Source: an optimization exercise on an open RTL-to-GDS flow (aim: small area). Production flows keep margins and buffers that such runs may drop. RTL that was checked went through simulation tests only; none was proved equivalent to the original. No activity file was given, so power comes from the tool's default toggle rates.

==> sierra <==
Design firepi_top, start of the top module:
module firepi_top (
    input  clk_50mhz,
    input  rst,  
    input  uart_rx,  
    output uart_tx,
    input  uart1_rx,  
    output uart1_tx,
    output led_out,  
    output led_solved  
);
Settings: LEC_CHECK=0, ABC_AREA=1, CAP_MARGIN=20, CORE_MARGIN=2, CORE_UTILIZATION=40, CTS_BUF_LIST=sky130_fd_sc_hd__clkbuf_8, CTS_CLUSTER_DIAMETER=80, CTS_CLUSTER_SIZE=14, SLEW_MARGIN=20; clock period 20.0 ns.
run.sh (not shown) runs the stock make flow with config.mk's settings and CLKGATE_MAP_FILE= SYNTH_SCRIPT=/design/flow/synth_recipe.tcl, a recipe that flattens the netlist after the stock synthesis.
==> yarrow: changes against sierra <==
--- a/flow/design.v
+++ b/flow/design.v
@@ -1,23 +1,22 @@
 module uart_rx (
     input  wire       clk,
     input  wire       rst,
     input  wire       rx,
-    input  wire       rot,
     output reg  [7:0] data,
     output reg        valid
 );
     reg [3:0] rs;
-    reg [8:0] tq;       
-    wire [8:0] tmr = tq ^ 9'h0AA;
+    reg [8:0] tmr;
     wire idle = (rs == 4'd1);
     wire hit = (tmr == 9'h093);
     always @(posedge clk) begin
-        tq <= (idle ? 9'h1B2 : hit ? 9'h1FF : {tmr[7:0], tmr[8] ^ tmr[4]}) ^ 9'h0AA;
+        if (idle) tmr <= 9'h1B2;
+        else if (hit) tmr <= 9'h1FF;
+        else tmr <= {tmr[7:0], tmr[8] ^ tmr[4]};
         if (rs[3] && hit) data <= {rx, data[7:1]};
-        else if (rot) data <= {data[0], data[7:1]};
     end
     always @(posedge clk) begin
         if (rst) begin
             valid <= 1'b0;
             rs <= 4'd1;
         end else begin
@@ -36,14 +35,13 @@
     input  wire       rst,
     input  wire       rx,
     output reg  [2:0] cls,
     output reg        valid
 );
     reg [3:0] rs;
-    reg [8:0] tq;       
-    wire [8:0] tmr = tq ^ 9'h0AA;
+    reg [8:0] tmr;
     reg [3:0] lo;
     reg ok;
     wire idle = (rs == 4'd1);
     wire hit = (tmr == 9'h093);
     wire g6 = (lo == 4'h8) | (lo == 4'h3) | (lo == 4'hD) | (lo == 4'h5);
     wire g3 = (lo[3:1] == 3'd0);
@@ -67,13 +65,15 @@
             4'hD: cls = 3'd6;
             4'h5: cls = 3'd7;
             default: cls = 3'd0;
         endcase
     end
     always @(posedge clk) begin
-        tq <= (idle ? 9'h1B2 : hit ? 9'h1FF : {tmr[7:0], tmr[8] ^ tmr[4]}) ^ 9'h0AA;
+        if (idle) tmr <= 9'h1B2;
+        else if (hit) tmr <= 9'h1FF;
+        else tmr <= {tmr[7:0], tmr[8] ^ tmr[4]};
         if (rs[3] && hit) begin
             if (!rs[2]) begin
                 lo <= {rx, lo[3:1]};
                 ok <= 1'b1;
             end else if (rx != want) ok <= 1'b0;
         end
@@ -101,46 +101,39 @@
     input  uart1_rx,  
     output uart1_tx,
     output led_out,  
     output led_solved  
 );
     wire clk = clk_50mhz;
-    reg [8:0] pc;        
-    always @(posedge clk) pc <= pc + 9'd1;
-    wire [4:0] ph = pc[4:0];
-    wire [3:0] bk = pc[8:5];
+    reg [4:0] ph;
+    always @(posedge clk) ph <= rst ? 5'd0 : ph + 5'd1;
     wire [3:0] ph4 = ph[3:0];
     wire lowh = ~ph[4];
     wire k0   = (ph == 5'd0);
     wire kend = (ph == 5'd31);
-    localparam [21:0] DINV = 22'h2AAAAA;
-    localparam [15:0] LINV = 16'hAAAA;
-    reg [21:0] dbq;      
+    reg [21:0] dbs;      
     reg blink;           
-    wire [21:0] dbs = dbq ^ DINV;
     wire dbz = (dbs[20:0] == 21'd0);
     always @(posedge clk) begin
         if (rst) begin
-            dbq <= 22'd1 ^ DINV;
+            dbs <= 22'd1;
             blink <= 1'b0;
         end else begin
-            dbq <= {dbs[20:0], dbs[21] ^ dbs[20] ^ dbz} ^ DINV;
+            dbs <= {dbs[20:0], dbs[21] ^ dbs[20] ^ dbz};
             if (dbz && !dbs[21]) blink <= ~blink;
         end
     end
-    reg [15:0] lfq;      
-    wire [15:0] lfsr = lfq ^ LINV;
+    reg [15:0] lfsr;
     always @(posedge clk)
-        if (rst) lfq <= 16'hACE1 ^ LINV;
-        else lfq <= {lfsr[14:0], lfsr[15] ^ lfsr[13] ^ lfsr[12] ^ lfsr[10]} ^ LINV;
+        if (rst) lfsr <= 16'hACE1;
+        else lfsr <= {lfsr[14:0], lfsr[15] ^ lfsr[13] ^ lfsr[12] ^ lfsr[10]};
     wire [7:0] rxd1;
     wire [2:0] cls;      
     wire rxv0, rxv1;
     uart_rx_cmd u_rx0 (.clk(clk), .rst(rst), .rx(uart_rx), .cls(cls), .valid(rxv0));
-    wire wrot;
-    uart_rx u_rx1 (.clk(clk), .rst(rst), .rx(uart1_rx), .rot(wrot), .data(rxd1), .valid(rxv1));
+    uart_rx u_rx1 (.clk(clk), .rst(rst), .rx(uart1_rx), .data(rxd1), .valid(rxv1));
     reg [15:0] a0, a1, a2, a3;    
     reg [15:0] b0, b1, b2, b3;    
     reg        gbuf;              
     reg [31:0] acc;               
     wire [3:0] ap = {a3[0], a2[0], a1[0], a0[0]};
     wire [3:0] bp = {b3[0], b2[0], b1[0], b0[0]};
@@ -162,72 +155,69 @@
                S_TX   = 4'd8;
     localparam L_NONE = 3'd0, L_SWX = 3'd1, L_SW13 = 3'd3, L_SW23 = 3'd2,
                L_H0 = 3'd4, L_H1 = 3'd5, L_MEAS = 3'd6;
     reg [3:0] st;
     reg processing, green, meas;
     reg [3:0] tbyte, tslot;
-    reg [8:0] tq;        
-    wire [8:0] tmr = tq ^ 9'h0AA;
+    reg [8:0] tmr;
     reg txr, nb;
     wire tend = (tmr == 9'h093);
     reg fr;
-    reg [3:0] idx;       
-    wire [3:0] nidx = idx + 4'd1;
+    reg [3:0] idx;
     reg ready;
     reg wpend, wact;
     reg blkp, bact, bcopy, fwd;
     reg [1:0] o;
     reg [2:0] lop;
     reg lact;
     reg [1:0] sub, hi;
-    reg carry, prev, mcur, ep, eq;
+    reg [3:0] j;
+    reg carry, prev, mcur, mnext, ep, eq;
     reg [13:0] rr;
     localparam [15:0] C4 = 16'd46344;    
     wire isH  = lop[2] & ~lop[1];
     wire h1   = lop[0];
     wire isM  = lop[2] & lop[1];
     wire isSW = ~lop[2] & lop[1];
+    wire pro  = (hi == 2'd3);            
     wire mv   = isH | isSW;              
     wire st0  = mv & (sub == 2'd0);
     wire st1  = mv & (sub == 2'd1);
     wire [1:0] hp = hi[0] ? (h1 ? 2'd1 : 2'd2) : 2'd0;
     wire [1:0] hq = hi[0] ? 2'd3 : (h1 ? 2'd2 : 2'd1);
-    wire hornH = isH & (sub == 2'd3);
-    wire mhorn = isM & (sub == 2'd1);
-    wire madd  = isM & (sub == 2'd2);
+    wire hornH = isH & sub[1];
+    wire mhorn = isM & ~pro & ~sub[0];
+    wire madd  = isM & ~pro & sub[0];
     wire horn = hornH | mhorn;
-    wire [3:0] j = 4'd0 - bk;
-    wire bfirst = (bk == 4'd1);
-    wire blast = (bk == 4'd0);
+    wire [1:0] ni = pro ? 2'd0 : sub[0] ? hi + 2'd1 : hi;
+    wire [3:0] nj = (pro | sub[0]) ? 4'd15 : j - 4'd1;
     wire [1:0] tring;
-    wire [1:0] xsel = isM ? (madd ? {2{ph[4]}} : hi) :
-                      ((sub == 2'd1) | (sub[1] & hi[1])) ? hq : hp;
-    wire [1:0] qsel = !lact ? tring : isM ? hi : hq;
+    wire [1:0] xsel = isM ? (madd ? {2{ph[4]}} : hi) : (sub[0] ? hq : hp);
+    wire [1:0] qsel = !lact ? tring : isM ? ni : hq;
     wire xr = ap[xsel];
     wire qr = ap[qsel];
-    wire ext = (isH & hi[1]) ? eq : ep;
+    wire ext = (isH & (sub == 2'd3)) ? eq : ep;
     wire xk = lowh ? xr : ext;
     wire mbit = isH ? C4[j] : mcur;
-    wire neg = mhorn & bfirst;
-    wire first = bfirst & horn;
+    wire neg = mhorn & (j == 4'd15);
+    wire first = (j == 4'd15) & horn;
     wire accp = acc[0];
-    wire pm = (isM & ~lowh) ? ep : (mbit & xk);
+    wire pm = mbit & xk;
     wire [15:0] rpos = {rr[1:0], 2'b00, rr[13:2]};
     wire injb = (ph < 5'd14) ? 1'b0 : (ph >= 5'd28) ? 1'b1 : rpos[ph[3:0]];
     wire fa_a = st0 ? (isH & xr) : (st1 | madd) ? accp :
                 (horn & ~first & ~k0) ? prev : 1'b0;
     wire fa_b = st0 ? qr : st1 ? (isH & ~xr) :
                 madd ? ((hi == 2'd0) ? injb : xr) : (neg ? ~pm : pm);
     wire cin = k0 ? ((st1 & isH) | neg) : carry;
     wire sum = fa_a ^ fa_b ^ cin;
     wire cout = (fa_a & fa_b) | (cin & (fa_a ^ fa_b));
-    wire we_x = lact & (((st0 | st1) & lowh) | (hornH & blast & ~lowh) | madd);
+    wire we_x = lact & (((st0 | st1) & lowh) | (hornH & (j == 4'd0) & ~lowh) | madd);
     wire blkreq = (st == S_AP) | ((st == S_IDLE) & ~ready & rxv0 & (cls == 3'd3));
-    wire [3:0] wk = idx;
-    assign wrot = wact & lowh;
-    wire wdat = rxd1[0];
+    wire [3:0] wk = idx - 4'd1;
+    wire wdat = rxd1[ph4[2:0]];
     integer g;
     always @(*) begin
         for (g = 0; g < 4; g = g + 1) begin
             bin[g] = (wact && lowh && wk[2:1] == g && ph4[3] == ~wk[0]) ? wdat : bp[g];
             if (bact && lowh)
                 ain[g] = bcopy ? bp[g] : ((o == g) && (ph4 == 4'd14));
@@ -259,14 +249,15 @@
     wire ans = ~tbyte[3] & (tbyte[2:1] == 2'b01 || tbyte[2:1] == 2'b10);
     assign uart1_tx = txr | ans;
     assign uart_tx  = txr | ~ans;
     assign led_solved = (!processing) && green;
     assign led_out = processing ? blink : (!green);
     always @(posedge clk) begin
-        tq <= ((st != S_TX) ? 9'h1A4 : tend ? ((tslot == 4'd9) ? 9'h1A4 : 9'h1FF) :
-               {tmr[7:0], tmr[8] ^ tmr[4]}) ^ 9'h0AA;
+        if (st != S_TX) tmr <= 9'h1A4;        
+        else if (tend) tmr <= (tslot == 4'd9) ? 9'h1A4 : 9'h1FF;
+        else tmr <= {tmr[7:0], tmr[8] ^ tmr[4]};
         if (st != S_TX) tslot <= 4'd15;
         else if (tend) tslot <= (tslot == 4'd9) ? 4'd15 : tslot + 4'd1;
         if (!tslot[3] && tcap)
             nb <= ampbyte ? qr : cbyte[nd];
     end
     always @(posedge clk) begin
@@ -274,29 +265,36 @@
             st <= S_IDLE;
             processing <= 1'b0;
             green <= 1'b1;
             txr <= 1'b1;
             fr <= 1'b0;
             ready <= 1'b0;
+            wpend <= 1'b0;
+            wact <= 1'b0;
             blkp <= 1'b1;
             bcopy <= 1'b0;
             bact <= 1'b0;
             o <= 2'd0;
             lop <= L_NONE;
             lact <= 1'b0;
         end else begin
             if (rxv1) begin
                 if (!fr) begin
-                    if (rxd1 == 8'hAA) begin idx <= 4'd15; fr <= 1'b1; end
+                    if (rxd1 == 8'hAA) begin idx <= 4'd0; fr <= 1'b1; end
                 end else begin
-                    if (nidx == 4'd8) gbuf <= rxd1[0];
-                    if (nidx == 4'd9) begin ready <= 1'b1; fr <= 1'b0; end
-                    idx <= nidx;
+                    if (idx == 4'd8) gbuf <= rxd1[0];
+                    if (idx[3] == 1'b0) wpend <= 1'b1;
+                    if (idx == 4'd9) begin ready <= 1'b1; fr <= 1'b0; end
+                    else idx <= idx + 4'd1;
                 end
             end
             if (st == S_AP) ready <= 1'b0;
+            if (kend) begin
+                wact <= wpend;
+                if (wpend) wpend <= 1'b0;
+            end else if (ph == 5'd15) wact <= 1'b0;
             case (st)
                 S_IDLE: begin
                     processing <= 1'b0;
                     if (ready) begin
                         processing <= 1'b1;
                         st <= S_AP;
@@ -372,38 +370,42 @@
             endcase
             if (kend) begin
                 bact <= blkp & ~(bcopy & fwd & wpend);
                 if (blkp && !blkreq && !(bcopy && fwd && wpend)) blkp <= 1'b0;
                 if (!blkp && lop != L_NONE && !lact && st != S_A1 && st != S_A2) begin
                     lact <= 1'b1;
-                    sub <= 2'd0; hi <= {1'b0, lop[1] & ~lop[2]};
+                    sub <= 2'd0; hi <= {lop[2] & lop[1], lop[1]}; j <= 4'd15;
                 end
             end
             if (lact && kend) begin
+                mcur <= mnext;
                 if (isSW) begin
                     sub <= 2'd1;
                     if (sub[0]) begin lop <= L_NONE; lact <= 1'b0; end
                 end else if (isH) begin
                     case (sub)
                         2'd0: sub <= 2'd1;
                         2'd1: sub <= 2'd2;
-                        2'd2: if (blast) sub <= 2'd3;
-                        2'd3: if (blast) begin
-                            hi[1] <= ~hi[1];
-                            if (hi[1]) begin
+                        2'd2: begin
+                            j <= j - 4'd1;
+                            if (j == 4'd0) sub <= 2'd3;
+                        end
+                        2'd3: begin
+                            j <= j - 4'd1;
+                            if (j == 4'd0) begin
                                 sub <= 2'd0;
-                                hi[0] <= 1'b1;
+                                hi <= 2'd1;
                                 if (hi[0]) begin lop <= L_NONE; lact <= 1'b0; end
                             end
                         end
                     endcase
                 end else if (isM) begin
-                    if (sub == 2'd0) begin
-                        if (blast) sub <= 2'd1;
-                    end else if (sub == 2'd1) begin
-                        if (blast) sub <= 2'd2;
+                    if (pro) hi <= 2'd0;
+                    else if (!sub[0]) begin
+                        j <= j - 4'd1;
+                        if (j == 4'd0) sub <= 2'd1;
                     end else begin
                         sub <= 2'd0;
                         if (!sum || hi == 2'd2) begin
                             o <= sum ? 2'd3 : hi;
                             lop <= L_NONE; lact <= 1'b0;
                             blkp <= 1'b1; bcopy <= 1'b0;
@@ -411,22 +413,16 @@
                     end
                 end
             end
         end
     end
     always @(posedge clk) begin
-        if (rxv1 && fr && !nidx[3]) wpend <= 1'b1;
-        else if (kend) wpend <= 1'b0;
-        if (kend) wact <= wpend;
-        else if (ph == 5'd15) wact <= 1'b0;
-    end
-    always @(posedge clk) begin
         carry <= cout;
         prev <= accp;
         if (lact && ph == 5'd15) begin
             if (st0 && isH) ep <= fa_a ^ fa_b ^ cout;
             if (st1 && isH) eq <= fa_a ^ fa_b ^ cout;
-            if (isM) ep <= xr & mcur;
+            if (isM) ep <= xr;
         end
-        if (lact && isM && !lowh && ph4 == ~bk) mcur <= qr;
+        if (lact && isM && lowh && ph4 == nj) mnext <= qr;
     end
 endmodule
Settings changed: CTS_BUF_LIST sky130_fd_sc_hd__clkbuf_8 to sky130_fd_sc_hd__clkbuf_16, CTS_CLUSTER_DIAMETER 80 to 120, CTS_CLUSTER_SIZE 14 to 28.
==> comparison table <==
item                                                             sierra          yarrow
GRT Total Usage                                                   14.0%           14.0%
Share of the synthesized area in the top cell type                48.7%           47.2%
Result of the run                                        finished clean  finished clean
CP max stage delay                                              0.54 ns         0.52 ns
Non-clk invs                                                        142             192
Area fraction in compound gates after synthesis                   8.96%           9.03%
R2r worst-path depth                                                 16              19
Number of multi-input combinational cells in the layout             650             679
Wire length per cell after detailed routing                     12.9 µm         12.8 µm
Placement row count                                                  60              61
Syn Inst Count                                                     1132            1208
Logic power comb                                               0.162 mW        0.171 mW
Psw                                                            0.323 mW        0.328 mW
PnR worst setup slack                                          13.84 ns        13.98 ns
Global placer's final weighted congestion                         0.896           0.918
GRT met2 Usage                                                    22.5%           22.5%
Sequential cell power                                          0.711 mW        0.717 mW
Cell Count Post-Placement                                          1490            1576
Fill cell total of the finished layout                             2626            2731
Die outline area                                             0.0291 mm²      0.0297 mm²
The RTL of sierra was laid out without a check of its function.

* * *

==> inputs of exp/tundra <==
firepi_top, a different RTL version from the one above (not shown whole).
clock: 20.0 ns
lec_check: 0
abc_area: 1
cap_margin: 20
core_margin: 2
core_utilization: 65
cts_buf_list: sky130_fd_sc_hd__clkbuf_8
cts_cluster_diameter: 80
cts_cluster_size: 18
place_density: 0.75
slew_margin: 20
==> exp/umber: changes against exp/tundra <==
--- a/flow/design.v
+++ b/flow/design.v
@@ -1,23 +1,22 @@
 module uart_rx (
     input  wire       clk,
     input  wire       rst,
     input  wire       rx,
     output reg  [7:0] data,
     output reg        valid
 );
     reg [3:0] rs;
-    reg [8:0] tmr;
+    reg [8:0] tq;       
+    wire [8:0] tmr = tq ^ 9'h0AA;
     wire idle = (rs == 4'd1);
     wire hit = (tmr == 9'h093);
     always @(posedge clk) begin
-        if (idle) tmr <= 9'h1B2;
-        else if (hit) tmr <= 9'h1FF;
-        else tmr <= {tmr[7:0], tmr[8] ^ tmr[4]};
+        tq <= (idle ? 9'h1B2 : hit ? 9'h1FF : {tmr[7:0], tmr[8] ^ tmr[4]}) ^ 9'h0AA;
         if (rs[3] && hit) data <= {rx, data[7:1]};
     end
     always @(posedge clk) begin
         if (rst) begin
             valid <= 1'b0;
             rs <= 4'd1;
         end else begin
             valid <= (rs == 4'd0) && hit;
@@ -33,17 +32,18 @@
 module uart_rx_cmd (
     input  wire       clk,
     input  wire       rst,
     input  wire       rx,
     output reg  [2:0] cls,
     output reg        valid
 );
     reg [3:0] rs;
-    reg [8:0] tmr;
+    reg [8:0] tq;       
+    wire [8:0] tmr = tq ^ 9'h0AA;
     reg [3:0] lo;
     reg ok;
     wire idle = (rs == 4'd1);
     wire hit = (tmr == 9'h093);
     wire g6 = (lo == 4'h8) | (lo == 4'h3) | (lo == 4'hD) | (lo == 4'h5);
     wire g3 = (lo[3:1] == 3'd0);
     reg want;
     always @(*) begin
@@ -63,19 +63,17 @@
             4'h8: cls = 3'd4;
             4'h3: cls = 3'd5;
             4'hD: cls = 3'd6;
             4'h5: cls = 3'd7;
             default: cls = 3'd0;
         endcase
     end
     always @(posedge clk) begin
-        if (idle) tmr <= 9'h1B2;
-        else if (hit) tmr <= 9'h1FF;
-        else tmr <= {tmr[7:0], tmr[8] ^ tmr[4]};
+        tq <= (idle ? 9'h1B2 : hit ? 9'h1FF : {tmr[7:0], tmr[8] ^ tmr[4]}) ^ 9'h0AA;
         if (rs[3] && hit) begin
             if (!rs[2]) begin
                 lo <= {rx, lo[3:1]};
                 ok <= 1'b1;
             end else if (rx != want) ok <= 1'b0;
         end
     end
     always @(posedge clk) begin
@@ -100,37 +98,41 @@
     output uart_tx,
     input  uart1_rx,  
     output uart1_tx,
     output led_out,  
     output led_solved  
 );
     wire clk = clk_50mhz;
     reg [4:0] ph;
-    always @(posedge clk) ph <= rst ? 5'd0 : ph + 5'd1;
+    always @(posedge clk) ph <= ph + 5'd1;
     wire [3:0] ph4 = ph[3:0];
     wire lowh = ~ph[4];
     wire k0   = (ph == 5'd0);
     wire kend = (ph == 5'd31);
-    reg [21:0] dbs;      
+    localparam [21:0] DINV = 22'h2AAAAA;
+    localparam [15:0] LINV = 16'hAAAA;
+    reg [21:0] dbq;      
     reg blink;           
+    wire [21:0] dbs = dbq ^ DINV;
     wire dbz = (dbs[20:0] == 21'd0);
     always @(posedge clk) begin
         if (rst) begin
-            dbs <= 22'd1;
+            dbq <= 22'd1 ^ DINV;
             blink <= 1'b0;
         end else begin
-            dbs <= {dbs[20:0], dbs[21] ^ dbs[20] ^ dbz};
+            dbq <= {dbs[20:0], dbs[21] ^ dbs[20] ^ dbz} ^ DINV;
             if (dbz && !dbs[21]) blink <= ~blink;
         end
     end
-    reg [15:0] lfsr;
+    reg [15:0] lfq;      
+    wire [15:0] lfsr = lfq ^ LINV;
     always @(posedge clk)
-        if (rst) lfsr <= 16'hACE1;
-        else lfsr <= {lfsr[14:0], lfsr[15] ^ lfsr[13] ^ lfsr[12] ^ lfsr[10]};
+        if (rst) lfq <= 16'hACE1 ^ LINV;
+        else lfq <= {lfsr[14:0], lfsr[15] ^ lfsr[13] ^ lfsr[12] ^ lfsr[10]} ^ LINV;
     wire [7:0] rxd1;
     wire [2:0] cls;      
     wire rxv0, rxv1;
     uart_rx_cmd u_rx0 (.clk(clk), .rst(rst), .rx(uart_rx), .cls(cls), .valid(rxv0));
     uart_rx u_rx1 (.clk(clk), .rst(rst), .rx(uart1_rx), .data(rxd1), .valid(rxv1));
     reg [15:0] a0, a1, a2, a3;    
     reg [15:0] b0, b1, b2, b3;    
     reg        gbuf;              
@@ -148,22 +150,23 @@
         b1 <= {bin[1], b1[15:1]};
         b2 <= {bin[2], b2[15:1]};
         b3 <= {bin[3], b3[15:1]};
         acc <= {accin, acc[31:1]};
     end
     localparam S_IDLE = 4'd0, S_D1 = 4'd1, S_D2 = 4'd2, S_D3 = 4'd3,
                S_A1   = 4'd4, S_A2 = 4'd5, S_RDX = 4'd6, S_AP = 4'd7,
                S_TX   = 4'd8;
-    localparam L_NONE = 3'd0, L_SWX = 3'd1, L_SW13 = 3'd2, L_SW23 = 3'd3,
+    localparam L_NONE = 3'd0, L_SWX = 3'd1, L_SW13 = 3'd3, L_SW23 = 3'd2,
                L_H0 = 3'd4, L_H1 = 3'd5, L_MEAS = 3'd6;
     reg [3:0] st;
     reg processing, green, meas;
     reg [3:0] tbyte, tslot;
-    reg [8:0] tmr;
+    reg [8:0] tq;        
+    wire [8:0] tmr = tq ^ 9'h0AA;
     reg txr, nb;
     wire tend = (tmr == 9'h093);
     reg fr;
     reg [3:0] idx;
     reg ready;
     reg wpend, wact;
     reg blkp, bact, bcopy, fwd;
     reg [1:0] o;
@@ -186,19 +189,18 @@
     wire [1:0] hq = hi[0] ? 2'd3 : (h1 ? 2'd2 : 2'd1);
     wire hornH = isH & sub[1];
     wire mhorn = isM & ~pro & ~sub[0];
     wire madd  = isM & ~pro & sub[0];
     wire horn = hornH | mhorn;
     wire [1:0] ni = pro ? 2'd0 : sub[0] ? hi + 2'd1 : hi;
     wire [3:0] nj = (pro | sub[0]) ? 4'd15 : j - 4'd1;
     wire [1:0] tring;
-    wire [1:0] xsel = isSW ? (sub[0] ? {lop[0], ~lop[0]} : 2'd3) :
-                      isM ? (madd ? {2{ph[4]}} : hi) : (sub[0] ? hq : hp);
-    wire [1:0] qsel = !lact ? tring : isSW ? {lop[0], ~lop[0]} : isH ? hq : ni;
+    wire [1:0] xsel = isM ? (madd ? {2{ph[4]}} : hi) : (sub[0] ? hq : hp);
+    wire [1:0] qsel = !lact ? tring : isM ? ni : hq;
     wire xr = ap[xsel];
     wire qr = ap[qsel];
     wire ext = (isH & (sub == 2'd3)) ? eq : ep;
     wire xk = lowh ? xr : ext;
     wire mbit = isH ? C4[j] : mcur;
     wire neg = mhorn & (j == 4'd15);
     wire first = (j == 4'd15) & horn;
     wire accp = acc[0];
@@ -216,17 +218,17 @@
     wire blkreq = (st == S_AP) | ((st == S_IDLE) & ~ready & rxv0 & (cls == 3'd3));
     wire [3:0] wk = idx - 4'd1;
     wire wdat = rxd1[ph4[2:0]];
     integer g;
     always @(*) begin
         for (g = 0; g < 4; g = g + 1) begin
             bin[g] = (wact && lowh && wk[2:1] == g && ph4[3] == ~wk[0]) ? wdat : bp[g];
             if (bact && lowh)
-                ain[g] = bcopy ? (fwd ? bin[g] : bp[g]) : ((o == g) && (ph4 == 4'd14));
+                ain[g] = bcopy ? bp[g] : ((o == g) && (ph4 == 4'd14));
             else if (we_x && xsel == g)
                 ain[g] = sum;
             else
                 ain[g] = ap[g];
         end
         accin = accp;
         if (lact && horn) accin = sum;
         else if (lact && st0 && lowh) accin = xr;
@@ -248,56 +250,48 @@
     assign tring = tbyte[2:1];
     wire tcap = ~ampbyte | (ph4 == {~tbyte[0], nd});
     wire ans = ~tbyte[3] & (tbyte[2:1] == 2'b01 || tbyte[2:1] == 2'b10);
     assign uart1_tx = txr | ans;
     assign uart_tx  = txr | ~ans;
     assign led_solved = (!processing) && green;
     assign led_out = processing ? blink : (!green);
     always @(posedge clk) begin
-        if (st != S_TX) tmr <= 9'h1A4;        
-        else if (tend) tmr <= (tslot == 4'd9) ? 9'h1A4 : 9'h1FF;
-        else tmr <= {tmr[7:0], tmr[8] ^ tmr[4]};
+        tq <= ((st != S_TX) ? 9'h1A4 : tend ? ((tslot == 4'd9) ? 9'h1A4 : 9'h1FF) :
+               {tmr[7:0], tmr[8] ^ tmr[4]}) ^ 9'h0AA;
         if (st != S_TX) tslot <= 4'd15;
         else if (tend) tslot <= (tslot == 4'd9) ? 4'd15 : tslot + 4'd1;
         if (!tslot[3] && tcap)
             nb <= ampbyte ? qr : cbyte[nd];
     end
     always @(posedge clk) begin
         if (rst) begin
             st <= S_IDLE;
             processing <= 1'b0;
             green <= 1'b1;
             txr <= 1'b1;
             fr <= 1'b0;
             ready <= 1'b0;
-            wpend <= 1'b0;
-            wact <= 1'b0;
             blkp <= 1'b1;
             bcopy <= 1'b0;
             bact <= 1'b0;
             o <= 2'd0;
             lop <= L_NONE;
             lact <= 1'b0;
         end else begin
             if (rxv1) begin
                 if (!fr) begin
                     if (rxd1 == 8'hAA) begin idx <= 4'd0; fr <= 1'b1; end
                 end else begin
                     if (idx == 4'd8) gbuf <= rxd1[0];
-                    if (idx[3] == 1'b0) wpend <= 1'b1;
                     if (idx == 4'd9) begin ready <= 1'b1; fr <= 1'b0; end
                     else idx <= idx + 4'd1;
                 end
             end
             if (st == S_AP) ready <= 1'b0;
-            if (kend) begin
-                wact <= wpend;
-                if (wpend) wpend <= 1'b0;
-            end else if (ph == 5'd15) wact <= 1'b0;
             case (st)
                 S_IDLE: begin
                     processing <= 1'b0;
                     if (ready) begin
                         processing <= 1'b1;
                         st <= S_AP;
                     end else if (rxv0) begin
                         processing <= 1'b1;
@@ -326,17 +320,17 @@
                             default: st <= S_RDX;
                         endcase
                     end
                 end
                 S_AP: begin
                     green <= gbuf;
                     blkp <= 1'b1;
                     bcopy <= 1'b1;
-                    fwd <= wpend;
+                    fwd <= wpend;    
                     st <= S_IDLE;
                 end
                 S_RDX: st <= S_IDLE;
                 S_A1: if (rxv0) begin
                     if (lop[2]) begin
                         lop <= (cls == 3'd1) ? L_H0 : (cls == 3'd2) ? L_H1 : L_NONE;
                         st <= S_D1;
                     end else begin
@@ -365,21 +359,21 @@
                             else if (tbyte == 4'd1 && !meas) tbyte <= 4'd3;
                             else tbyte <= tbyte + 4'd1;
                         end
                     end
                 end
                 default: st <= S_IDLE;
             endcase
             if (kend) begin
-                bact <= blkp;
-                if (blkp && !blkreq) blkp <= 1'b0;
+                bact <= blkp & ~(bcopy & fwd & wpend);
+                if (blkp && !blkreq && !(bcopy && fwd && wpend)) blkp <= 1'b0;
                 if (!blkp && lop != L_NONE && !lact && st != S_A1 && st != S_A2) begin
                     lact <= 1'b1;
-                    sub <= 2'd0; hi <= {2{lop[2] & lop[1]}}; j <= 4'd15;
+                    sub <= 2'd0; hi <= {lop[2] & lop[1], lop[1]}; j <= 4'd15;
                 end
             end
             if (lact && kend) begin
                 mcur <= mnext;
                 if (isSW) begin
                     sub <= 2'd1;
                     if (sub[0]) begin lop <= L_NONE; lact <= 1'b0; end
                 end else if (isH) begin
@@ -412,16 +406,22 @@
                             blkp <= 1'b1; bcopy <= 1'b0;
                         end else hi <= hi + 2'd1;
                     end
                 end
             end
         end
     end
     always @(posedge clk) begin
+        if (rxv1 && fr && !idx[3]) wpend <= 1'b1;
+        else if (kend) wpend <= 1'b0;
+        if (kend) wact <= wpend;
+        else if (ph == 5'd15) wact <= 1'b0;
+    end
+    always @(posedge clk) begin
         carry <= cout;
         prev <= accp;
         if (lact && ph == 5'd15) begin
             if (st0 && isH) ep <= fa_a ^ fa_b ^ cout;
             if (st1 && isH) eq <= fa_a ^ fa_b ^ cout;
             if (isM) ep <= xr;
         end
         if (lact && isM && lowh && ph4 == nj) mnext <= qr;
CORE_UTILIZATION = 40   (was 65)
CTS_BUF_LIST = sky130_fd_sc_hd__clkbuf_16   (was sky130_fd_sc_hd__clkbuf_8)
CTS_CLUSTER_DIAMETER = 120   (was 80)
CTS_CLUSTER_SIZE = 28   (was 18)
PLACE_DENSITY = default   (was 0.75)
==> exp/xenon: changes against exp/tundra <==
--- a/flow/design.v
+++ b/flow/design.v
@@ -1,23 +1,22 @@
 module uart_rx (
     input  wire       clk,
     input  wire       rst,
     input  wire       rx,
     output reg  [7:0] data,
     output reg        valid
 );
     reg [3:0] rs;
-    reg [8:0] tmr;
+    reg [8:0] tq;       
+    wire [8:0] tmr = tq ^ 9'h0AA;
     wire idle = (rs == 4'd1);
     wire hit = (tmr == 9'h093);
     always @(posedge clk) begin
-        if (idle) tmr <= 9'h1B2;
-        else if (hit) tmr <= 9'h1FF;
-        else tmr <= {tmr[7:0], tmr[8] ^ tmr[4]};
+        tq <= (idle ? 9'h1B2 : hit ? 9'h1FF : {tmr[7:0], tmr[8] ^ tmr[4]}) ^ 9'h0AA;
         if (rs[3] && hit) data <= {rx, data[7:1]};
     end
     always @(posedge clk) begin
         if (rst) begin
             valid <= 1'b0;
             rs <= 4'd1;
         end else begin
             valid <= (rs == 4'd0) && hit;
@@ -33,17 +32,18 @@
 module uart_rx_cmd (
     input  wire       clk,
     input  wire       rst,
     input  wire       rx,
     output reg  [2:0] cls,
     output reg        valid
 );
     reg [3:0] rs;
-    reg [8:0] tmr;
+    reg [8:0] tq;       
+    wire [8:0] tmr = tq ^ 9'h0AA;
     reg [3:0] lo;
     reg ok;
     wire idle = (rs == 4'd1);
     wire hit = (tmr == 9'h093);
     wire g6 = (lo == 4'h8) | (lo == 4'h3) | (lo == 4'hD) | (lo == 4'h5);
     wire g3 = (lo[3:1] == 3'd0);
     reg want;
     always @(*) begin
@@ -63,19 +63,17 @@
             4'h8: cls = 3'd4;
             4'h3: cls = 3'd5;
             4'hD: cls = 3'd6;
             4'h5: cls = 3'd7;
             default: cls = 3'd0;
         endcase
     end
     always @(posedge clk) begin
-        if (idle) tmr <= 9'h1B2;
-        else if (hit) tmr <= 9'h1FF;
-        else tmr <= {tmr[7:0], tmr[8] ^ tmr[4]};
+        tq <= (idle ? 9'h1B2 : hit ? 9'h1FF : {tmr[7:0], tmr[8] ^ tmr[4]}) ^ 9'h0AA;
         if (rs[3] && hit) begin
             if (!rs[2]) begin
                 lo <= {rx, lo[3:1]};
                 ok <= 1'b1;
             end else if (rx != want) ok <= 1'b0;
         end
     end
     always @(posedge clk) begin
@@ -99,38 +97,44 @@
     input  uart_rx,  
     output uart_tx,
     input  uart1_rx,  
     output uart1_tx,
     output led_out,  
     output led_solved  
 );
     wire clk = clk_50mhz;
-    reg [4:0] ph;
-    always @(posedge clk) ph <= rst ? 5'd0 : ph + 5'd1;
+    reg [8:0] pc;        
+    always @(posedge clk) pc <= pc + 9'd1;
+    wire [4:0] ph = pc[4:0];
+    wire [3:0] bk = pc[8:5];
     wire [3:0] ph4 = ph[3:0];
     wire lowh = ~ph[4];
     wire k0   = (ph == 5'd0);
     wire kend = (ph == 5'd31);
-    reg [21:0] dbs;      
+    localparam [21:0] DINV = 22'h2AAAAA;
+    localparam [15:0] LINV = 16'hAAAA;
+    reg [21:0] dbq;      
     reg blink;           
+    wire [21:0] dbs = dbq ^ DINV;
     wire dbz = (dbs[20:0] == 21'd0);
     always @(posedge clk) begin
         if (rst) begin
-            dbs <= 22'd1;
+            dbq <= 22'd1 ^ DINV;
             blink <= 1'b0;
         end else begin
-            dbs <= {dbs[20:0], dbs[21] ^ dbs[20] ^ dbz};
+            dbq <= {dbs[20:0], dbs[21] ^ dbs[20] ^ dbz} ^ DINV;
             if (dbz && !dbs[21]) blink <= ~blink;
         end
     end
-    reg [15:0] lfsr;
+    reg [15:0] lfq;      
+    wire [15:0] lfsr = lfq ^ LINV;
     always @(posedge clk)
-        if (rst) lfsr <= 16'hACE1;
-        else lfsr <= {lfsr[14:0], lfsr[15] ^ lfsr[13] ^ lfsr[12] ^ lfsr[10]};
+        if (rst) lfq <= 16'hACE1 ^ LINV;
+        else lfq <= {lfsr[14:0], lfsr[15] ^ lfsr[13] ^ lfsr[12] ^ lfsr[10]} ^ LINV;
     wire [7:0] rxd1;
     wire [2:0] cls;      
     wire rxv0, rxv1;
     uart_rx_cmd u_rx0 (.clk(clk), .rst(rst), .rx(uart_rx), .cls(cls), .valid(rxv0));
     uart_rx u_rx1 (.clk(clk), .rst(rst), .rx(uart1_rx), .data(rxd1), .valid(rxv1));
     reg [15:0] a0, a1, a2, a3;    
     reg [15:0] b0, b1, b2, b3;    
     reg        gbuf;              
@@ -148,85 +152,86 @@
         b1 <= {bin[1], b1[15:1]};
         b2 <= {bin[2], b2[15:1]};
         b3 <= {bin[3], b3[15:1]};
         acc <= {accin, acc[31:1]};
     end
     localparam S_IDLE = 4'd0, S_D1 = 4'd1, S_D2 = 4'd2, S_D3 = 4'd3,
                S_A1   = 4'd4, S_A2 = 4'd5, S_RDX = 4'd6, S_AP = 4'd7,
                S_TX   = 4'd8;
-    localparam L_NONE = 3'd0, L_SWX = 3'd1, L_SW13 = 3'd2, L_SW23 = 3'd3,
+    localparam L_NONE = 3'd0, L_SWX = 3'd1, L_SW13 = 3'd3, L_SW23 = 3'd2,
                L_H0 = 3'd4, L_H1 = 3'd5, L_MEAS = 3'd6;
     reg [3:0] st;
     reg processing, green, meas;
     reg [3:0] tbyte, tslot;
-    reg [8:0] tmr;
+    reg [8:0] tq;        
+    wire [8:0] tmr = tq ^ 9'h0AA;
     reg txr, nb;
     wire tend = (tmr == 9'h093);
     reg fr;
-    reg [3:0] idx;
+    reg [3:0] idx;       
+    wire [3:0] nidx = idx + 4'd1;
     reg ready;
     reg wpend, wact;
     reg blkp, bact, bcopy, fwd;
     reg [1:0] o;
     reg [2:0] lop;
     reg lact;
     reg [1:0] sub, hi;
-    reg [3:0] j;
     reg carry, prev, mcur, mnext, ep, eq;
     reg [13:0] rr;
     localparam [15:0] C4 = 16'd46344;    
     wire isH  = lop[2] & ~lop[1];
     wire h1   = lop[0];
     wire isM  = lop[2] & lop[1];
     wire isSW = ~lop[2] & lop[1];
-    wire pro  = (hi == 2'd3);            
     wire mv   = isH | isSW;              
     wire st0  = mv & (sub == 2'd0);
     wire st1  = mv & (sub == 2'd1);
     wire [1:0] hp = hi[0] ? (h1 ? 2'd1 : 2'd2) : 2'd0;
     wire [1:0] hq = hi[0] ? 2'd3 : (h1 ? 2'd2 : 2'd1);
-    wire hornH = isH & sub[1];
-    wire mhorn = isM & ~pro & ~sub[0];
-    wire madd  = isM & ~pro & sub[0];
+    wire hornH = isH & (sub == 2'd3);
+    wire mhorn = isM & (sub == 2'd1);
+    wire madd  = isM & (sub == 2'd2);
     wire horn = hornH | mhorn;
-    wire [1:0] ni = pro ? 2'd0 : sub[0] ? hi + 2'd1 : hi;
-    wire [3:0] nj = (pro | sub[0]) ? 4'd15 : j - 4'd1;
+    wire [3:0] j = 4'd0 - bk;
+    wire bfirst = (bk == 4'd1);
+    wire blast = (bk == 4'd0);
     wire [1:0] tring;
-    wire [1:0] xsel = isSW ? (sub[0] ? {lop[0], ~lop[0]} : 2'd3) :
-                      isM ? (madd ? {2{ph[4]}} : hi) : (sub[0] ? hq : hp);
-    wire [1:0] qsel = !lact ? tring : isSW ? {lop[0], ~lop[0]} : isH ? hq : ni;
+    wire [1:0] xsel = isM ? (madd ? {2{ph[4]}} : hi) :
+                      ((sub == 2'd1) | (sub[1] & hi[1])) ? hq : hp;
+    wire [1:0] qsel = !lact ? tring : isM ? hi : hq;
     wire xr = ap[xsel];
     wire qr = ap[qsel];
-    wire ext = (isH & (sub == 2'd3)) ? eq : ep;
+    wire ext = (isH & hi[1]) ? eq : ep;
     wire xk = lowh ? xr : ext;
     wire mbit = isH ? C4[j] : mcur;
-    wire neg = mhorn & (j == 4'd15);
-    wire first = (j == 4'd15) & horn;
+    wire neg = mhorn & bfirst;
+    wire first = bfirst & horn;
     wire accp = acc[0];
     wire pm = mbit & xk;
     wire [15:0] rpos = {rr[1:0], 2'b00, rr[13:2]};
     wire injb = (ph < 5'd14) ? 1'b0 : (ph >= 5'd28) ? 1'b1 : rpos[ph[3:0]];
     wire fa_a = st0 ? (isH & xr) : (st1 | madd) ? accp :
                 (horn & ~first & ~k0) ? prev : 1'b0;
     wire fa_b = st0 ? qr : st1 ? (isH & ~xr) :
                 madd ? ((hi == 2'd0) ? injb : xr) : (neg ? ~pm : pm);
     wire cin = k0 ? ((st1 & isH) | neg) : carry;
     wire sum = fa_a ^ fa_b ^ cin;
     wire cout = (fa_a & fa_b) | (cin & (fa_a ^ fa_b));
-    wire we_x = lact & (((st0 | st1) & lowh) | (hornH & (j == 4'd0) & ~lowh) | madd);
+    wire we_x = lact & (((st0 | st1) & lowh) | (hornH & blast & ~lowh) | madd);
     wire blkreq = (st == S_AP) | ((st == S_IDLE) & ~ready & rxv0 & (cls == 3'd3));
-    wire [3:0] wk = idx - 4'd1;
+    wire [3:0] wk = idx;
     wire wdat = rxd1[ph4[2:0]];
     integer g;
     always @(*) begin
         for (g = 0; g < 4; g = g + 1) begin
             bin[g] = (wact && lowh && wk[2:1] == g && ph4[3] == ~wk[0]) ? wdat : bp[g];
             if (bact && lowh)
-                ain[g] = bcopy ? (fwd ? bin[g] : bp[g]) : ((o == g) && (ph4 == 4'd14));
+                ain[g] = bcopy ? bp[g] : ((o == g) && (ph4 == 4'd14));
             else if (we_x && xsel == g)
                 ain[g] = sum;
             else
                 ain[g] = ap[g];
         end
         accin = accp;
         if (lact && horn) accin = sum;
         else if (lact && st0 && lowh) accin = xr;
@@ -248,56 +253,48 @@
     assign tring = tbyte[2:1];
     wire tcap = ~ampbyte | (ph4 == {~tbyte[0], nd});
     wire ans = ~tbyte[3] & (tbyte[2:1] == 2'b01 || tbyte[2:1] == 2'b10);
     assign uart1_tx = txr | ans;
     assign uart_tx  = txr | ~ans;
     assign led_solved = (!processing) && green;
     assign led_out = processing ? blink : (!green);
     always @(posedge clk) begin
-        if (st != S_TX) tmr <= 9'h1A4;        
-        else if (tend) tmr <= (tslot == 4'd9) ? 9'h1A4 : 9'h1FF;
-        else tmr <= {tmr[7:0], tmr[8] ^ tmr[4]};
+        tq <= ((st != S_TX) ? 9'h1A4 : tend ? ((tslot == 4'd9) ? 9'h1A4 : 9'h1FF) :
+               {tmr[7:0], tmr[8] ^ tmr[4]}) ^ 9'h0AA;
         if (st != S_TX) tslot <= 4'd15;
         else if (tend) tslot <= (tslot == 4'd9) ? 4'd15 : tslot + 4'd1;
         if (!tslot[3] && tcap)
             nb <= ampbyte ? qr : cbyte[nd];
     end
     always @(posedge clk) begin
         if (rst) begin
             st <= S_IDLE;
             processing <= 1'b0;
             green <= 1'b1;
             txr <= 1'b1;
             fr <= 1'b0;
             ready <= 1'b0;
-            wpend <= 1'b0;
-            wact <= 1'b0;
             blkp <= 1'b1;
             bcopy <= 1'b0;
             bact <= 1'b0;
             o <= 2'd0;
             lop <= L_NONE;
             lact <= 1'b0;
         end else begin
             if (rxv1) begin
                 if (!fr) begin
-                    if (rxd1 == 8'hAA) begin idx <= 4'd0; fr <= 1'b1; end
+                    if (rxd1 == 8'hAA) begin idx <= 4'd15; fr <= 1'b1; end
                 end else begin
-                    if (idx == 4'd8) gbuf <= rxd1[0];
-                    if (idx[3] == 1'b0) wpend <= 1'b1;
-                    if (idx == 4'd9) begin ready <= 1'b1; fr <= 1'b0; end
-                    else idx <= idx + 4'd1;
+                    if (nidx == 4'd8) gbuf <= rxd1[0];
+                    if (nidx == 4'd9) begin ready <= 1'b1; fr <= 1'b0; end
+                    idx <= nidx;
                 end
             end
             if (st == S_AP) ready <= 1'b0;
-            if (kend) begin
-                wact <= wpend;
-                if (wpend) wpend <= 1'b0;
-            end else if (ph == 5'd15) wact <= 1'b0;
             case (st)
                 S_IDLE: begin
                     processing <= 1'b0;
                     if (ready) begin
                         processing <= 1'b1;
                         st <= S_AP;
                     end else if (rxv0) begin
                         processing <= 1'b1;
@@ -326,17 +323,17 @@
                             default: st <= S_RDX;
                         endcase
                     end
                 end
                 S_AP: begin
                     green <= gbuf;
                     blkp <= 1'b1;
                     bcopy <= 1'b1;
-                    fwd <= wpend;
+                    fwd <= wpend;    
                     st <= S_IDLE;
                 end
                 S_RDX: st <= S_IDLE;
                 S_A1: if (rxv0) begin
                     if (lop[2]) begin
                         lop <= (cls == 3'd1) ? L_H0 : (cls == 3'd2) ? L_H1 : L_NONE;
                         st <= S_D1;
                     end else begin
@@ -365,65 +362,68 @@
                             else if (tbyte == 4'd1 && !meas) tbyte <= 4'd3;
                             else tbyte <= tbyte + 4'd1;
                         end
                     end
                 end
                 default: st <= S_IDLE;
             endcase
             if (kend) begin
-                bact <= blkp;
-                if (blkp && !blkreq) blkp <= 1'b0;
+                bact <= blkp & ~(bcopy & fwd & wpend);
+                if (blkp && !blkreq && !(bcopy && fwd && wpend)) blkp <= 1'b0;
                 if (!blkp && lop != L_NONE && !lact && st != S_A1 && st != S_A2) begin
                     lact <= 1'b1;
-                    sub <= 2'd0; hi <= {2{lop[2] & lop[1]}}; j <= 4'd15;
+                    sub <= 2'd0; hi <= {1'b0, lop[1] & ~lop[2]};
                 end
             end
             if (lact && kend) begin
                 mcur <= mnext;
                 if (isSW) begin
                     sub <= 2'd1;
                     if (sub[0]) begin lop <= L_NONE; lact <= 1'b0; end
                 end else if (isH) begin
                     case (sub)
                         2'd0: sub <= 2'd1;
                         2'd1: sub <= 2'd2;
-                        2'd2: begin
-                            j <= j - 4'd1;
-                            if (j == 4'd0) sub <= 2'd3;
-                        end
-                        2'd3: begin
-                            j <= j - 4'd1;
-                            if (j == 4'd0) begin
+                        2'd2: if (blast) sub <= 2'd3;
+                        2'd3: if (blast) begin
+                            hi[1] <= ~hi[1];
+                            if (hi[1]) begin
                                 sub <= 2'd0;
-                                hi <= 2'd1;
+                                hi[0] <= 1'b1;
                                 if (hi[0]) begin lop <= L_NONE; lact <= 1'b0; end
                             end
                         end
                     endcase
                 end else if (isM) begin
-                    if (pro) hi <= 2'd0;
-                    else if (!sub[0]) begin
-                        j <= j - 4'd1;
-                        if (j == 4'd0) sub <= 2'd1;
+                    if (sub == 2'd0) begin
+                        if (blast) sub <= 2'd1;
+                    end else if (sub == 2'd1) begin
+                        if (blast) sub <= 2'd2;
                     end else begin
                         sub <= 2'd0;
                         if (!sum || hi == 2'd2) begin
                             o <= sum ? 2'd3 : hi;
                             lop <= L_NONE; lact <= 1'b0;
                             blkp <= 1'b1; bcopy <= 1'b0;
                         end else hi <= hi + 2'd1;
                     end
                 end
             end
         end
     end
     always @(posedge clk) begin
+        if (rxv1 && fr && !nidx[3]) wpend <= 1'b1;
+        else if (kend) wpend <= 1'b0;
+        if (kend) wact <= wpend;
+        else if (ph == 5'd15) wact <= 1'b0;
+    end
+    always @(posedge clk) begin
         carry <= cout;
         prev <= accp;
         if (lact && ph == 5'd15) begin
             if (st0 && isH) ep <= fa_a ^ fa_b ^ cout;
             if (st1 && isH) eq <= fa_a ^ fa_b ^ cout;
             if (isM) ep <= xr;
         end
-        if (lact && isM && lowh && ph4 == nj) mnext <= qr;
+        if (lact && isM && lowh && ph4 == ~bk) mnext <= qr;
     end
 endmodule
CORE_UTILIZATION = 40   (was 65)
CTS_CLUSTER_SIZE = 14   (was 18)
PLACE_DENSITY = default   (was 0.75)
==> impl_metrics.xml <==
<?xml version="1.0" encoding="UTF-8"?>
<metrics>
  <group name="cts">
    <metric name="buffer_cell_driving_the_clock_tree_root" unit="">clkbuf_8</metric>
  </group>
  <group name="timing">
    <metric name="post-route-period-util" unit="">0.3054</metric>
    <metric name="period_minus_slack" unit="ps">6107</metric>
    <metric name="post-route-worst-setup-slack" unit="ps">13890</metric>
  </group>
  <group name="die">
    <metric name="tap-cell-count" unit="">341</metric>
  </group>
  <group name="cells_and_area">
    <metric name="clockBufferCount" unit="">27</metric>
    <metric name="final_core_occ" unit="">0.4400</metric>
    <metric name="final_design_area_no_fill" unit="um2">11860</metric>
    <metric name="seq_area_frac" unit="">0.5774</metric>
  </group>
  <group name="power_and_ir_drop">
    <metric name="total_switching_power" unit="W">0.0003155</metric>
    <metric name="clockNetworkPower" unit="W">0.000328</metric>
  </group>
  <group name="logic_synthesis">
    <metric name="synthesis.area_per_instance" unit="um2">9.744</metric>
    <metric name="most_frequent_cells_after_synthesis" unit="">270 x dfxtp_1, 179 x nand2_1, 133 x inv_1, 104 x nor2_1, 62 x o21ai_0</metric>
  </group>
  <group name="place">
    <metric name="placed_cells" unit="">1458</metric>
    <metric name="hpwlAfterDp" unit="um">13950</metric>
    <metric name="worst_slack_at_placement" unit="ps">13990</metric>
    <metric name="globalplace.congestion" unit="">0.8962</metric>
  </group>
  <group name="critical_path">
    <metric name="r2r_start" unit="">lop[2]</metric>
    <metric name="maximum_single_stage_delay_on_the_critical_path" unit="ps">530</metric>
  </group>
  <group name="outcome">
    <metric name="status" unit="">no timing/DRC/antenna violations</metric>
  </group>
  <group name="routing">
    <metric name="met3_length" unit="um">843</metric>
    <metric name="drt_first_pass_iters" unit="">6</metric>
  </group>
</metrics>
(the above is from exp/xenon)
==> impl_metrics.xml <==
<?xml version="1.0" encoding="UTF-8"?>
<metrics>
  <group name="cells_and_area">
    <metric name="clockBufferCount" unit="">15</metric>
    <metric name="final_core_occ" unit="">0.4370</metric>
    <metric name="seq_area_frac" unit="">0.5704</metric>
    <metric name="final_design_area_no_fill" unit="um2">12070</metric>
  </group>
  <group name="routing">
    <metric name="met3_length" unit="um">690</metric>
    <metric name="drt_first_pass_iters" unit="">5</metric>
  </group>
  <group name="timing">
    <metric name="period_minus_slack" unit="ps">6010</metric>
    <metric name="post-route-period-util" unit="">0.3005</metric>
  </group>
  <group name="outcome">
    <metric name="status" unit="">no timing/DRC/antenna violations</metric>
  </group>
  <group name="logic_synthesis">
    <metric name="synthesis.area_per_instance" unit="um2">9.628</metric>
    <metric name="most_frequent_cells_after_synthesis" unit="">266 x dfxtp_1, 172 x nand2_1, 138 x inv_1, 128 x nor2_1, 63 x a21oi_1</metric>
  </group>
  <group name="place">
    <metric name="worst_slack_at_placement" unit="ps">13890</metric>
  </group>
</metrics>
(the above is from exp/umber)
==> impl_metrics.xml <==
<?xml version="1.0" encoding="UTF-8"?>
<metrics>
  <group name="logic_synthesis">
    <metric name="synthesis.area_per_instance" unit="um2">9.423</metric>
  </group>
  <group name="outcome">
    <metric name="status" unit="">no timing/DRC/antenna violations</metric>
  </group>
  <group name="cells_and_area">
    <metric name="final_design_area_no_fill" unit="um2">12000</metric>
  </group>
  <group name="cts">
    <metric name="buffer_cell_driving_the_clock_tree_root" unit="">clkbuf_8</metric>
  </group>
  <group name="place">
    <metric name="worst_slack_at_placement" unit="ps">14200</metric>
  </group>
  <group name="critical_path">
    <metric name="r2r_start" unit="">lop[2]</metric>
    <metric name="maximum_single_stage_delay_on_the_critical_path" unit="ps">520</metric>
  </group>
  <group name="routing">
    <metric name="met3_length" unit="um">976</metric>
  </group>
  <group name="timing">
    <metric name="post-route-period-util" unit="">0.3005</metric>
    <metric name="post-route-worst-setup-slack" unit="ps">13990</metric>
  </group>
  <group name="die">
    <metric name="tap-cell-count" unit="">225</metric>
  </group>
</metrics>
(the above is from exp/tundra)
Function not checked in exp/tundra: the RTL went through the layout flow alone.

[separate check: timing with driven ports]
Ports are ideal in the flow. The routed layouts listed here were re-timed in OpenROAD.
Step 1, drivers: a clkbuf_16 drives clk_50mhz and a buf_2 each remaining input, both assumed.
Step 2 times the ports against the registers' clock, not the clock port: input delays grow and output delays shrink by t, the midpoint of the rising clock arrivals with the driver on.
a / b / c = no drivers / after step 1 / after step 2; a / b = the first two.
run	shift t [ns]	setup WS [ns]	worst data-port slew with drivers (ns)
sierra	0.601	13.842 / 13.798 / 13.515	0.03
yarrow	0.541	13.983 / 13.935 / 14.338	0.03
exp/tundra	0.577	13.991 / 13.952 / 14.216	0.05
exp/umber	0.530	13.990 / 13.945 / 13.907	0.03
exp/xenon	0.615	13.893 / 13.846 / 13.999	0.03
After both steps every run listed still meets setup and hold. For sierra, which loses most, drivers alone change the setup slack by -0.044 ns; drivers and shift together by -0.327 ns.
